Context: an optimization exercise on an open-source flow, tuned for small area and a short achievable clock period. The choices shown serve that exercise and are no tape-out recipe.
Function not checked in this run: the RTL went through the layout flow alone.
Power is estimated from default activity; no workload was simulated.

`design/flow/config.mk`:
```
export PLATFORM = sky130hd
export DESIGN_NAME = RISCV_Processor
export DESIGN_NICKNAME = RISCV_Processor
export VERILOG_FILES = /design/flow/design.v
export SDC_FILE = /design/flow/constraint.sdc
export NUM_CORES = 8
export LEC_CHECK = 0
export CAP_MARGIN = 20
export CORE_MARGIN = 2
export CORE_UTILIZATION = 40
export SETUP_SLACK_MARGIN = 0.5
export SLEW_MARGIN = 20
```
`design/flow/constraint.sdc`:
```
create_clock -name core_clock -period 13.0 [get_ports {clk}]
set_input_delay 2.6000 -clock core_clock [delete_from_list [all_inputs] [get_ports {clk}]]
set_output_delay 2.6000 -clock core_clock [all_outputs]
set_load 0.01 [all_outputs]
```
`design/flow/design.v`:
```
`timescale 1ns / 1ps
module ALU(
    input logic [3:0] ALUops, 
    input logic [31:0] READ_Reg_1,
    input logic [31:0] READ_Imm_Data_2,
    output logic [31:0] ALU_Output,
    output logic Branch_Output
    );
    always_comb begin
        case(ALUops)
            4'd0 : ALU_Output = READ_Reg_1 + READ_Imm_Data_2;  
            4'd1 : ALU_Output = READ_Reg_1 - READ_Imm_Data_2;  
            4'd2 : ALU_Output = READ_Reg_1 << READ_Imm_Data_2[4:0];  
            4'd3 : ALU_Output = READ_Reg_1 >> READ_Imm_Data_2[4:0];  
            4'd4 : ALU_Output = $signed(READ_Reg_1) >>> READ_Imm_Data_2[4:0];  
            4'd5 : ALU_Output = READ_Reg_1 ^ READ_Imm_Data_2;  
            4'd6 : ALU_Output = READ_Reg_1 | READ_Imm_Data_2;  
            4'd7 : ALU_Output = READ_Reg_1 & READ_Imm_Data_2;  
            4'd8 : ALU_Output = {31'd0, $signed(READ_Reg_1) < $signed(READ_Imm_Data_2)};  
            4'd15 : ALU_Output = {31'd0, $unsigned(READ_Reg_1) < $unsigned(READ_Imm_Data_2)};  
            default : ALU_Output = 32'hFFBBFFAA;  
        endcase
    end
    always_comb begin
    case(ALUops)
        4'd9 : Branch_Output = READ_Reg_1 == READ_Imm_Data_2;  
        4'd10 : Branch_Output = READ_Reg_1 != READ_Imm_Data_2;  
        4'd11 : Branch_Output = $signed(READ_Reg_1) < $signed(READ_Imm_Data_2);  
        4'd12 : Branch_Output = $signed(READ_Reg_1) >= $signed(READ_Imm_Data_2);  
        4'd13 : Branch_Output = $unsigned(READ_Reg_1) < $unsigned(READ_Imm_Data_2);  
        4'd14 : Branch_Output = $unsigned(READ_Reg_1) >= $unsigned(READ_Imm_Data_2);  
        default : Branch_Output = 1'd0;  
    endcase
    end
endmodule
`timescale 1ns / 1ps
module ALU_CU(
    input logic [2:0] ALU_INST,
    input logic [3:0]INST,  
    output logic [3:0] ALUops
    );
    always_comb begin
        case (ALU_INST)
          3'd0 : ALUops = 4'd0;  
          3'd1 : ALUops = 4'd0;  
          3'd2 : begin  
             case(INST[2:0])
                 3'b000 : ALUops = 4'd0;  
                 3'b010 : ALUops = 4'd8;  
                 3'b011 : ALUops = 4'd15;  
                 3'b100 : ALUops = 4'd5;  
                 3'b110 : ALUops = 4'd6;  
                 3'b111 : ALUops = 4'd7;  
                 3'b001 : ALUops = 4'd2;  
                 3'b101 : begin
                     case(INST[3])
                        1'b0 : ALUops = 4'd3;  
                        1'b1 : ALUops = 4'd4;  
                        default : ALUops = 4'd0;
                     endcase
                 end
                 default : ALUops = 4'd0;
            endcase
           end
          3'd3 : begin  
            case(INST[2:0])
                3'b000 : ALUops = 4'd9;  
                3'b001 : ALUops = 4'd10;  
                3'b100 : ALUops = 4'd11;  
                3'b101 : ALUops = 4'd12;  
                3'b110 : ALUops = 4'd13;  
                3'b111 : ALUops = 4'd14;  
                default : ALUops = 4'd15;  
           endcase
          end
          3'd4 : begin  
              case(INST)
                  4'b0000 : ALUops = 4'd0;  
                  4'b1000 : ALUops = 4'd1;  
                  4'b0001 : ALUops = 4'd2;  
                  4'b0010 : ALUops = 4'd8;  
                  4'b0011 : ALUops = 4'd15;  
                  4'b0100 : ALUops = 4'd5;  
                  4'b0101 : ALUops = 4'd3;  
                  4'b1101 : ALUops = 4'd4;  
                  4'b0110 : ALUops = 4'd6;  
                  4'b0111 : ALUops = 4'd7;  
                  default : ALUops = 4'd0;
             endcase
            end
          default: ALUops = 4'd0;  
        endcase
    end
endmodule
`timescale 1ns / 1ps
module ALU_InMux(
    input logic ALU_IN_CTRL,
    input logic [31:0] Imm,
    input logic [31:0] REG_READ,
    output logic [31:0] ALU_In
    );
    assign ALU_In = ALU_IN_CTRL ? Imm : REG_READ;
endmodule
`timescale 1ns / 1ps
module ALU_OutMux(
    input logic [2:0]ALU_OUT_CTRL,
    input logic [31:0] MEM_READ,
    input logic [31:0] ALU_OUT,
    input logic [31:0] PC_Imm,
    input logic [31:0] PC_4,
    input logic [31:0] Imm,
    output logic [31:0] REG_WRITE
    );
    always_comb begin
        case(ALU_OUT_CTRL)
            3'b000 : REG_WRITE = ALU_OUT;
            3'b001 : REG_WRITE = MEM_READ;
            3'b010 : REG_WRITE = PC_Imm; 
            3'b011 : REG_WRITE = Imm;  
            3'b101 : REG_WRITE = PC_4;  
            default : REG_WRITE = 32'd0;
        endcase
    end
endmodule
`timescale 1ns / 1ps
module Branch_Logic_Unit(
    input logic [1:0] CTRL_BRANCH,
    input logic BRANCH_LOGIC,
    output logic [1:0] PC_Sel
    );
    always_comb begin
        case(CTRL_BRANCH)
            2'b00 : PC_Sel = 2'b00; 
            2'b01 : PC_Sel = 2'b01; 
            2'b10 : PC_Sel = 2'b10; 
            2'b11 : PC_Sel = {1'b0, BRANCH_LOGIC};  
        endcase
    end
endmodule
`timescale 1ns / 1ps
module Control_FSM(
        input logic [9:0] INST, 
        output logic REG_READ_Ctrl_1, output logic REG_READ_Ctrl_2,
        output logic ALU_IN_CTRL,
        output logic [2:0]ALU_OUT_CTRL,
        output logic [2:0] ALU_INST,
        output logic [2:0] IMM_CTRL,
        output logic Reg_WRITE,
        output logic write_enable, output logic read_enable, output logic [2:0] mem_type,
        output logic [1:0] CTRL_BRANCH
    );
    always @(*) begin
        case(INST[6:0])
            7'b0110111 : begin  
                {REG_READ_Ctrl_1, REG_READ_Ctrl_2, IMM_CTRL, ALU_IN_CTRL} = 6'b000000;  
                ALU_INST = 3'd0;  
                {mem_type, read_enable, write_enable} = 5'b00000;  
                {Reg_WRITE, ALU_OUT_CTRL} = 4'b1011; 
                CTRL_BRANCH = 2'b00; 
            end
            7'b0010111 : begin  
                {REG_READ_Ctrl_1, REG_READ_Ctrl_2, IMM_CTRL, ALU_IN_CTRL} = 6'b000000; 
                ALU_INST = 3'd0;
                {mem_type, read_enable, write_enable} = 5'b00000;
                {Reg_WRITE, ALU_OUT_CTRL} = 4'b1010;
                CTRL_BRANCH = 2'b00;
            end
            7'b1101111 : begin  
                {REG_READ_Ctrl_1, REG_READ_Ctrl_2, IMM_CTRL, ALU_IN_CTRL} = 6'b000010;
                ALU_INST = 3'd0;
                {mem_type, read_enable, write_enable} = 5'b00000;
                {Reg_WRITE, ALU_OUT_CTRL} = 4'b1101;
                CTRL_BRANCH = 2'b01;
            end
            7'b1100111 : begin  
                {REG_READ_Ctrl_1, REG_READ_Ctrl_2, IMM_CTRL, ALU_IN_CTRL} = 6'b100101;
                ALU_INST = 3'd1;
                {mem_type, read_enable, write_enable} = 5'b00000;
                {Reg_WRITE, ALU_OUT_CTRL} = 4'b1101;
                CTRL_BRANCH = 2'b10;
            end
            7'b1100011 : begin  
                {REG_READ_Ctrl_1, REG_READ_Ctrl_2, IMM_CTRL, ALU_IN_CTRL} = 6'b111100;
                ALU_INST = 3'd3;
                {mem_type, read_enable, write_enable} = 5'b00000;
                {Reg_WRITE, ALU_OUT_CTRL} = 4'b0111;
                CTRL_BRANCH = 2'b11;
            end
            7'b0000011 : begin  
                {REG_READ_Ctrl_1, REG_READ_Ctrl_2, IMM_CTRL, ALU_IN_CTRL} = 6'b101001;
                ALU_INST = 3'd1;
                case(INST[9:7])
                  3'b000 : {mem_type, read_enable, write_enable} = 5'b00010;
                  3'b001 : {mem_type, read_enable, write_enable} = 5'b00110;
                  3'b010 : {mem_type, read_enable, write_enable} = 5'b01010;
                  3'b100 : {mem_type, read_enable, write_enable} = 5'b10010;
                  3'b101 : {mem_type, read_enable, write_enable} = 5'b11010;
                  default : {mem_type, read_enable, write_enable} = 5'd0;  
                endcase
                {Reg_WRITE, ALU_OUT_CTRL} = 4'b1001;
                CTRL_BRANCH = 2'b00;
            end
            7'b0100011 : begin  
                {REG_READ_Ctrl_1, REG_READ_Ctrl_2, IMM_CTRL, ALU_IN_CTRL} = 6'b110111;
                ALU_INST = 3'd1;
                case(INST[9:7])
                  3'b000 : {mem_type, read_enable, write_enable} = 5'b00001;
                  3'b001 : {mem_type, read_enable, write_enable} = 5'b00101;
                  3'b010 : {mem_type, read_enable, write_enable} = 5'b01001;
                  default : {mem_type, read_enable, write_enable} = 5'd0;  
                endcase
                {Reg_WRITE, ALU_OUT_CTRL} = 4'b0111;
                CTRL_BRANCH = 2'b00;
            end
            7'b0010011 : begin  
                case(INST[9:7])
                    3'b001 : {REG_READ_Ctrl_1, REG_READ_Ctrl_2, IMM_CTRL, ALU_IN_CTRL} = 6'b101011;
                    3'b101 : {REG_READ_Ctrl_1, REG_READ_Ctrl_2, IMM_CTRL, ALU_IN_CTRL} = 6'b101011;
                    default: {REG_READ_Ctrl_1, REG_READ_Ctrl_2, IMM_CTRL, ALU_IN_CTRL} = 6'b101011;
                endcase
                ALU_INST = 3'd2;
                {mem_type, read_enable, write_enable} = 5'b00000;
                {Reg_WRITE, ALU_OUT_CTRL} = 4'b1000;
                CTRL_BRANCH = 2'b00;
            end
            7'b0110011 : begin  
                {REG_READ_Ctrl_1, REG_READ_Ctrl_2, IMM_CTRL, ALU_IN_CTRL} = 6'b111110;
                ALU_INST = 3'd4;
                {mem_type, read_enable, write_enable} = 5'b00000;
                {Reg_WRITE, ALU_OUT_CTRL} = 4'b1000;
                CTRL_BRANCH = 2'b00;
            end
            default : {REG_READ_Ctrl_1, REG_READ_Ctrl_2, IMM_CTRL, ALU_IN_CTRL, ALU_INST, mem_type, read_enable, write_enable, Reg_WRITE, ALU_OUT_CTRL, CTRL_BRANCH} = 20'd0; 
        endcase         
    end
endmodule
`timescale 1ns / 1ps
module DATA_MEMORY(
  input logic clk,
  input logic reset,
  input logic [3:0] address,  
  input logic [31:0] write_data,
  input logic write_enable,
  input logic [2:0] mem_type,  
  input logic read_enable,
  output logic [31:0] read_data
);
  reg [7:0]mem [15:0];
  logic [3:0] address_1, address_2, address_3;
  assign address_1 = address + 4'd1;
  assign address_2 = address + 4'd2;
  assign address_3 = address + 4'd3;
  always @(posedge clk or posedge reset) begin
    if (reset==1'b1)begin
        for (int i = 0; i < 16; i++)
            begin
            mem[i] <= 0;
            end
    end
   else if (write_enable) begin
        case(mem_type)
            3'b000 : mem[address] <= write_data[7:0];  
            3'b001 : begin  
                mem[address] <= write_data[7:0];
                mem[address_1] <= write_data[15:8]; 
            end
            3'b010 : begin  
                mem[address] <= write_data[7:0];
                mem[address_1] <= write_data[15:8]; 
                mem[address_2] <= write_data[23:16]; 
                mem[address_3] <= write_data[31:24]; 
            end
            default: mem[address] <= write_data[7:0];
        endcase
        end
    end
    assign read_data = ((mem_type == 3'b010)  && read_enable) ? 32'(signed'({mem[address_3], mem[address_2], mem[address_1], mem[address]}))  :   
                  ((mem_type == 3'b000)  && read_enable) ? 32'(signed'(mem[address])):   
                  ((mem_type == 3'b100)  && read_enable) ? 32'(unsigned'(mem[address])):   
                  ((mem_type == 3'b001)  && read_enable) ? 32'(signed'({mem[address_1], mem[address]})):   
                  ((mem_type == 3'b110)  && read_enable) ? 32'(unsigned'({mem[address_1], mem[address]})):   
                  32'd0;
endmodule
`timescale 1ns / 1ps
module Immediate_Generation(
    input logic [31:0] INST,
    input logic  [2:0] IMM_CTRL,
    output logic [31:0] Imm_Gen
    );
    always_comb begin
        case(IMM_CTRL)
            3'd0 : Imm_Gen = {INST[31:12], 12'd0} ;  
            3'd1 : Imm_Gen = 32'(signed'({INST[31], INST[19:12], INST[20], INST[30:21], 1'b0}));  
            3'd2 : Imm_Gen = 32'(signed'(INST[31:20]));  
            3'd3 : Imm_Gen = 32'(signed'({INST[31:25], INST[11:7]}));  
            3'd4 : Imm_Gen = 32'(signed'(INST[31:20])); 
            3'd5 : begin
                case(INST[14:12])  
                    3'b001 : Imm_Gen = 32'(signed'(INST[24:20]));
                    3'b101 : Imm_Gen = 32'(signed'(INST[24:20]));
                    default: Imm_Gen = 32'(signed'(INST[31:20]));
                endcase
            end
            3'd6 : Imm_Gen = 32'(signed'({INST[31], INST[7], INST[30:25], INST[11:8], 1'b0}));  
            default: Imm_Gen = 32'd0;
        endcase
     end   
endmodule
`timescale 1ns / 1ps
module PC_Inc(
    input logic [31:0] PC,
    input logic [31:0] Imm_Out,
    output logic [31:0] PC_4,
    output logic [31:0] PC_Imm
    );
    assign PC_4 = PC + 32'd4; 
    assign PC_Imm = PC + Imm_Out;
endmodule
`timescale 1ns / 1ps
module PC_Mux(
    input logic [1:0] PC_Sel,
    input logic [31:0] PC_4,
    input logic [31:0] PC_Imm,
    input logic [31:0] ALU_JALR,
    output logic [31:0] PC_IN
    );
    always_comb begin
        case(PC_Sel)
            2'b00 : PC_IN = PC_4;
            2'b01 : PC_IN = PC_Imm;
            2'b10 : PC_IN = {ALU_JALR[31:1],1'b0};
            default : PC_IN = PC_4;
        endcase
    end
endmodule
`timescale 1ns / 1ps
module Program_Counter(
	input logic clk,
	input logic reset,
    input logic [31:0] PC_in,
    output logic [31:0] PC_out
    );
    always @ (posedge clk or posedge reset)
    begin
        if(reset)
            PC_out <= 32'd0;
        else
            PC_out <= PC_in;
    end
endmodule
`timescale 1ns / 1ps
module Register_File(
    input logic Reg_WRITE,
    input logic reset,
    input logic clk,
    input logic [4:0] WRITE_Addr,
    input logic [31:0] WRITE_Data,
    input logic [4:0] Reg_Addr_1,
    input logic [4:0] Reg_Addr_2,
    input logic REG_READ_Ctrl_1,
    input logic REG_READ_Ctrl_2,
    output logic [31:0] READ_Data_1,
    output logic [31:0] READ_Data_2
    );
    logic [4:0] READ_Addr_1;
    logic [4:0] READ_Addr_2;
    assign READ_Addr_1 = REG_READ_Ctrl_1 ?  Reg_Addr_1 : 5'd0; 
    assign READ_Addr_2 = REG_READ_Ctrl_2 ?  Reg_Addr_2 : 5'd0; 
	reg [31:0]REG_File [31:0];
    assign READ_Data_1 = REG_File[READ_Addr_1];
    assign READ_Data_2 = REG_File[READ_Addr_2];
    always @(posedge clk or posedge reset) 
    begin
        if (reset==1'b1)
        begin
            for (integer k=0; k<32; k++) 
            begin
                REG_File[k] <= 32'd0;
            end
        end    
        else if (Reg_WRITE == 1'b1 && WRITE_Addr != 5'd0) 
            REG_File[WRITE_Addr] <= WRITE_Data;      
    end
endmodule
`timescale 1ns / 1ps
module RISCV_Processor(  
    input logic reset,
    input logic clk,
    input logic [31:0] Instruction,  
    output logic [31:0] PC_out, 
    output logic [31:0] ALU_Output  
    );
    logic [31:0] read_data;
    logic [31:0] READ_Data_1;
    logic [31:0] READ_Data_2;
    logic [2:0] IMM_CTRL;
    logic [2:0] ALU_INST;
    logic ALU_IN_CTRL;
    logic [1:0] CTRL_BRANCH;
    logic write_enable;
    logic [2:0] mem_type;
    logic read_enable;
    logic [2:0] ALU_OUT_CTRL;
    logic [31:0] Imm_Gen;
    logic [3:0] ALUops;
    logic [31:0] ALU_In;
    logic [31:0] PC_4;
    logic [31:0] PC_Imm;
    logic Branch_Output;
    logic Reg_WRITE;
    logic [1:0] PC_Sel;
    logic [31:0] WRITE_Data;
    logic [31:0] PC_in; 
    Program_Counter PC (.clk(clk), .reset(reset), .PC_in(PC_in), .PC_out(PC_out));
    logic REG_READ_Ctrl_1;
    logic REG_READ_Ctrl_2;
    Register_File RF(.Reg_WRITE(Reg_WRITE), .reset(reset), .clk(clk),
    .WRITE_Addr(Instruction[11:7]), .WRITE_Data(WRITE_Data),
    .Reg_Addr_1(Instruction[19:15]), .Reg_Addr_2(Instruction[24:20]),
    .REG_READ_Ctrl_1(REG_READ_Ctrl_1), .REG_READ_Ctrl_2(REG_READ_Ctrl_2),
    .READ_Data_1(READ_Data_1), .READ_Data_2(READ_Data_2)); 
    Immediate_Generation IG(.INST(Instruction), .IMM_CTRL(IMM_CTRL), .Imm_Gen(Imm_Gen));
    ALU_CU ALUCU(.ALU_INST(ALU_INST), .INST({Instruction[30],Instruction[14:12]}), .ALUops(ALUops));
    ALU_InMux ALU_IN_dut(.ALU_IN_CTRL(ALU_IN_CTRL), .Imm(Imm_Gen), .REG_READ(READ_Data_2), .ALU_In(ALU_In));
    PC_Inc PCI(.PC(PC_out), .Imm_Out(Imm_Gen), .PC_4(PC_4), .PC_Imm(PC_Imm));
    ALU ALU_dut(.ALUops(ALUops), .READ_Reg_1(READ_Data_1), .READ_Imm_Data_2(ALU_In),
    .ALU_Output(ALU_Output), .Branch_Output(Branch_Output));  
    Branch_Logic_Unit BLU(.PC_Sel(PC_Sel), .BRANCH_LOGIC(Branch_Output), .CTRL_BRANCH(CTRL_BRANCH));
    PC_Mux PCM(.PC_Sel(PC_Sel), .PC_4(PC_4), .PC_Imm(PC_Imm), .ALU_JALR(ALU_Output), .PC_IN(PC_in));
    ALU_OutMux ALU_Out(.ALU_OUT_CTRL(ALU_OUT_CTRL), .MEM_READ(read_data), .ALU_OUT(ALU_Output),
    .PC_Imm(PC_Imm), .PC_4(PC_4), .Imm(Imm_Gen), .REG_WRITE(WRITE_Data) ); 
    DATA_MEMORY DM(.address(ALU_Output[3:0]), .clk(clk), .reset(reset),
    .write_data(READ_Data_2), .write_enable(write_enable),
    .mem_type(mem_type), .read_enable(read_enable), .read_data(read_data));
    Control_FSM CFSM(.INST({Instruction[14:12], Instruction[6:0]}),
             .REG_READ_Ctrl_1(REG_READ_Ctrl_1),
             .REG_READ_Ctrl_2(REG_READ_Ctrl_2),
             .ALU_IN_CTRL(ALU_IN_CTRL),
             .ALU_OUT_CTRL(ALU_OUT_CTRL),
             .ALU_INST(ALU_INST),
             .IMM_CTRL(IMM_CTRL),
             .Reg_WRITE(Reg_WRITE),
             .write_enable(write_enable), .read_enable(read_enable), .mem_type(mem_type),
             .CTRL_BRANCH(CTRL_BRANCH)
         );
endmodule
```
`design/flow/run.sh`:
```
#!/bin/bash
# synth_recipe.tcl (not shown) runs the flow's synth.tcl, then flattens the netlist and writes it again
# the make line also repeats each setting of config.mk as NAME=value (left out here)
make -C /OpenROAD-flow-scripts/flow DESIGN_CONFIG=/design/flow/config.mk WORK_HOME=/design/flow/orfs CLKGATE_MAP_FILE= SYNTH_SCRIPT=/design/flow/synth_recipe.tcl finish
```
==> summary.txt <==
[cells by family (layout without fill, tap and decap cells)]
logic type,after synthesis,in the layout
AO/OA/AOI/OAI,3941,3942
flip-flops,1184,1184
adder cells (fa/ha/maj),138,138
XOR/XNOR,81,81
AND/OR/NAND/NOR,3284,3284
multiplexers,433,433
buffers and inverters,1158,1488
other,0,32
[per-layer routing]
layer / part of all wire, % / up-vias / GRT usage, %
met5: 0.065 / - / 0.2067
met4: 11 / 44 / 43.04
met3: 15 / 3005 / 21.14
met2: 39 / 9153 / 71.86
met1: 36 / 47870 / 63.72
li1: - / 38720 / -
[worst max-delay path, delay by kind of cell]
family	cells	cell delay [ps]
buffers and inverters	10	2780
AO/OA/AOI/OAI	7	2250
AND/OR/NAND/NOR	6	1780
adder cells (fa/ha/maj)	1	290
multiplexers	1	190
[power breakdown]
group | leakage, nW | internal, mW | switching, mW
registers | 16.1 | 3.98 | 0.518
logic | 22.4 | 0.655 | 1.14
clock network | 2.39 | 2.42 | 1.86
total | 41.0 | 7.05 | 3.51
[state kept, by name (all words and copies together), names as in the netlist]
signal	count
PC.PC_out	32
DM.mem	128
RF.REG_File	1024
[cell usage after synthesis, types with 28 or more instances]
cell type	number	share of area (%)
a2111oi_0	49	0.52
a211oi_1	100	0.90
a21o_1	62	0.56
a21oi_1	1325	8.0
a221oi_1	255	2.7
a222oi_1	40	0.48
a22o_1	171	1.8
a22oi_1	527	4.8
a31oi_1	124	0.93
a32oi_1	38	0.40
a41oi_1	70	0.74
and2_1	35	0.26
and3_1	73	0.55
and4_1	29	0.31
buf_1	65	0.29
buf_2	210	1.3
clkbuf_1	680	3.1
dfrtp_1	1184	36
ha_1	135	2.0
inv_1	133	0.60
mux2_2	142	1.9
mux2i_1	282	3.4
nand2_1	805	3.6
nand2b_1	39	0.29
nand3_1	301	1.8
nand4_1	114	0.86
nor2_1	1462	6.6
nor3_1	184	1.1
nor4_1	37	0.28
o211ai_1	120	1.1
o21a_1	28	0.25
o21ai_0	498	3.0
o21ai_1	32	0.19
o221ai_1	36	0.38
o22ai_1	76	0.57
or3_1	30	0.23
xnor2_1	59	0.62
[metrics by stage]
step                      cells  setup WS [ps]  area (um2)  util [%]  TNS [ps]
final                     13290          490.7       98260     47.50         0
after global routing      13260          449.4       98190     47.46         0
after CTS                 13230          454.8       97790     47.27         0
after detailed placement  12970          156.6       92690     44.81         0
after global placement    12970          114.3       92660     44.79         0
after floorplan           10220          -5952       83160         -  -7047100
[area by class of cell]
| cell class | count | area, um2 |
|---|---|---|
| diodes | 32 | 80.08 |
| multi-input cells | 7878 | 50150 |
| repair buffers | 1082 | 9515 |
| fillers | 20090 | 108600 |
| clock buffers | 192 | 4053 |
| flip-flops and latches | 1184 | 29630 |
| clock inverters | 59 | 862.1 |
| inverters | 155 | 590.6 |
| well taps | 2704 | 3383 |
[path summary, 6_finish.rpt]
check | start | endpoint | slack, ps
min in group asynchronous | reset | RF.REG_File[19][1]$_DFFE_PP0P_ | 2360
max in group asynchronous | reset | RF.REG_File[18][13]$_DFFE_PP0P_ | 8310
hold / removal | RF.REG_File[0][19]$_DFFE_PP0P_ | RF.REG_File[0][19]$_DFFE_PP0P_ | 400
setup / recovery | Instruction[6] | ALU_Output[30] | 490
hold reg to reg | RF.REG_File[0][19]$_DFFE_PP0P_ | RF.REG_File[0][19]$_DFFE_PP0P_ | 400
setup reg to reg | RF.REG_File[28][2]$_DFFE_PP0P_ | RF.REG_File[17][19]$_DFFE_PP0P_ | 3480
[repair_timing]
item,4_1_cts,5_1_grt
pin swaps,6,15
cloned,0,1
endpoints found under the hold margin,0,0
buffers inserted,13,20
setup endpoints to repair,8,15
gates resized for setup,14,37
==> impl_metrics.json <==
{
  "core-area_um2": 206900,
  "cp_common_cell": "buf_4",
  "synth_nets": 10390,
  "cts_buffer_depth": 3,
  "fmax_ghz": 0.07994,
  "peakVddDrop_uv": 156.1,
  "power_leakage_nw": 40.97,
  "grt_pass1_vias": 91560,
  "status": "no timing/DRC/antenna violations",
  "rows": 167,
  "ys_seq_area_share_pct": 35.63,
  "worstMarginPinSlew_ps": 1298,
  "cts_buffers": 141,
  "clock_skew_ps": 74.41,
  "layout-drive-gt1-share_pct": 16.43,
  "worstPathRequired_ps": 10400,
  "min_path_cells": 0,
  "overflow": 0,
  "slew_headroom_pct": 13.17,
  "syn_area_um2": 83150,
  "io_pins": 98,
  "synth_top_family_by_area": "compound AO/OA/AOI/OAI gates",
  "slowest_delay_ps": 660,
  "finalPower_mw": 10.56,
  "start_util_pct": 40.20,
  "synth-simple-area-share_pct": 17.64,
  "cap_violations": 0,
  "arrival_ps": 9910,
  "ys_seq_elements": 1184,
  "ant_nets": 0,
  "vias": 98800,
  "hold_class": "reg -> reg",
  "clk_pin_slew_ps": 60,
  "cts_sinks": 1184,
  "ys.flop_type": "dfrtp_1",
  "slew_viol_final": 0,
  "routedWlPerCell_um": 43.12,
  "place_hpwl_um": 403700,
  "ff2ff_path_depth": 33,
  "final_common_cell": "nor2_1",
  "dieWidth_um": 459.9,
  "async_reset_ff_share_pct": 100.0,
  "antenna_found_initial": 50,
  "dr.first_iter.drc_count": 17880,
  "cts_hold_buf": 0,
  "setup_viol": 0,
  "port_buffers": 97,
  "grt_pass1_wl_um": 771700,
  "critPathLaunchType": "input port",
  "cts_root_buf": "clkbuf_16",
  "nets": 10610,
  "routed_wl_um": 572900,
  "worstPathMaxFanout": 25,
  "dr.pass1.iters": 14,
  "final_cell_mix": "1409 x nor2_1, 1318 x a21oi_1, 1184 x dfrtp_1, 884 x buf_4, 801 x nand2_1",
  "synth_mux_area_share_pct": 5.510,
  "p_per_area_nw_per_um2": 107.5,
  "hold_viol": 0,
  "synthXorXnorAreaFrac_pct": 0.8532,
  "die_area_um2": 211500,
  "grt_max_degree": 166,
  "synth_adder_area_share_pct": 2.104,
  "die_y_um": 459.9,
  "rsz0062_at_grt": "yes",
  "clk_latency_ps": 850,
  "worstSetupPathType": "in -> out",
  "cp-end-kind": "output pin",
  "avgSynthCellArea_um2": 8.137,
  "grt_usage_pct": 52.30,
  "ys.warnings.count": 12,
  "area_delta_synth_final_pct": 18.16,
  "ys_types": 133,
  "period_needed_ps": 12510,
  "fin_hold_ws_ps": 402.9,
  "viasPerCell": 7.436,
  "htree_num_levels": 4,
  "fin_crit_sh_pct": 96.23,
  "synth-compound-area-share_pct": 32.39,
  "gp_congestion": 1.139,
  "synthCells": 10220,
  "synth_edf_count": 0,
  "drc_errors": 0,
  "cts_tree": "done",
  "crit_slowest_cell": "nand4_1"
}

## static timing again, ports no longer ideal
No port has a modelled driver above. Below, the same layout with a new extraction and two added sets of constraints. Step 1 assumes that a clkbuf_16 drives the clock port and a buf_2 every other input. Step 2 also shifts input and output timing later by t, the mid clock arrival at the registers, as if the neighbouring blocks saw the same clock. a / b / c = no drivers / after step 1 / after step 2; a / b = the first two.
shift t [ns]: 0.904
setup WS [ns]: 0.491 / 0.416 / 0.117
pins driven straight from the clock port: 1
After both steps this run still meets setup and hold. The setup slack of this run moves by -0.075 ns with the drivers and by -0.374 ns with both steps.
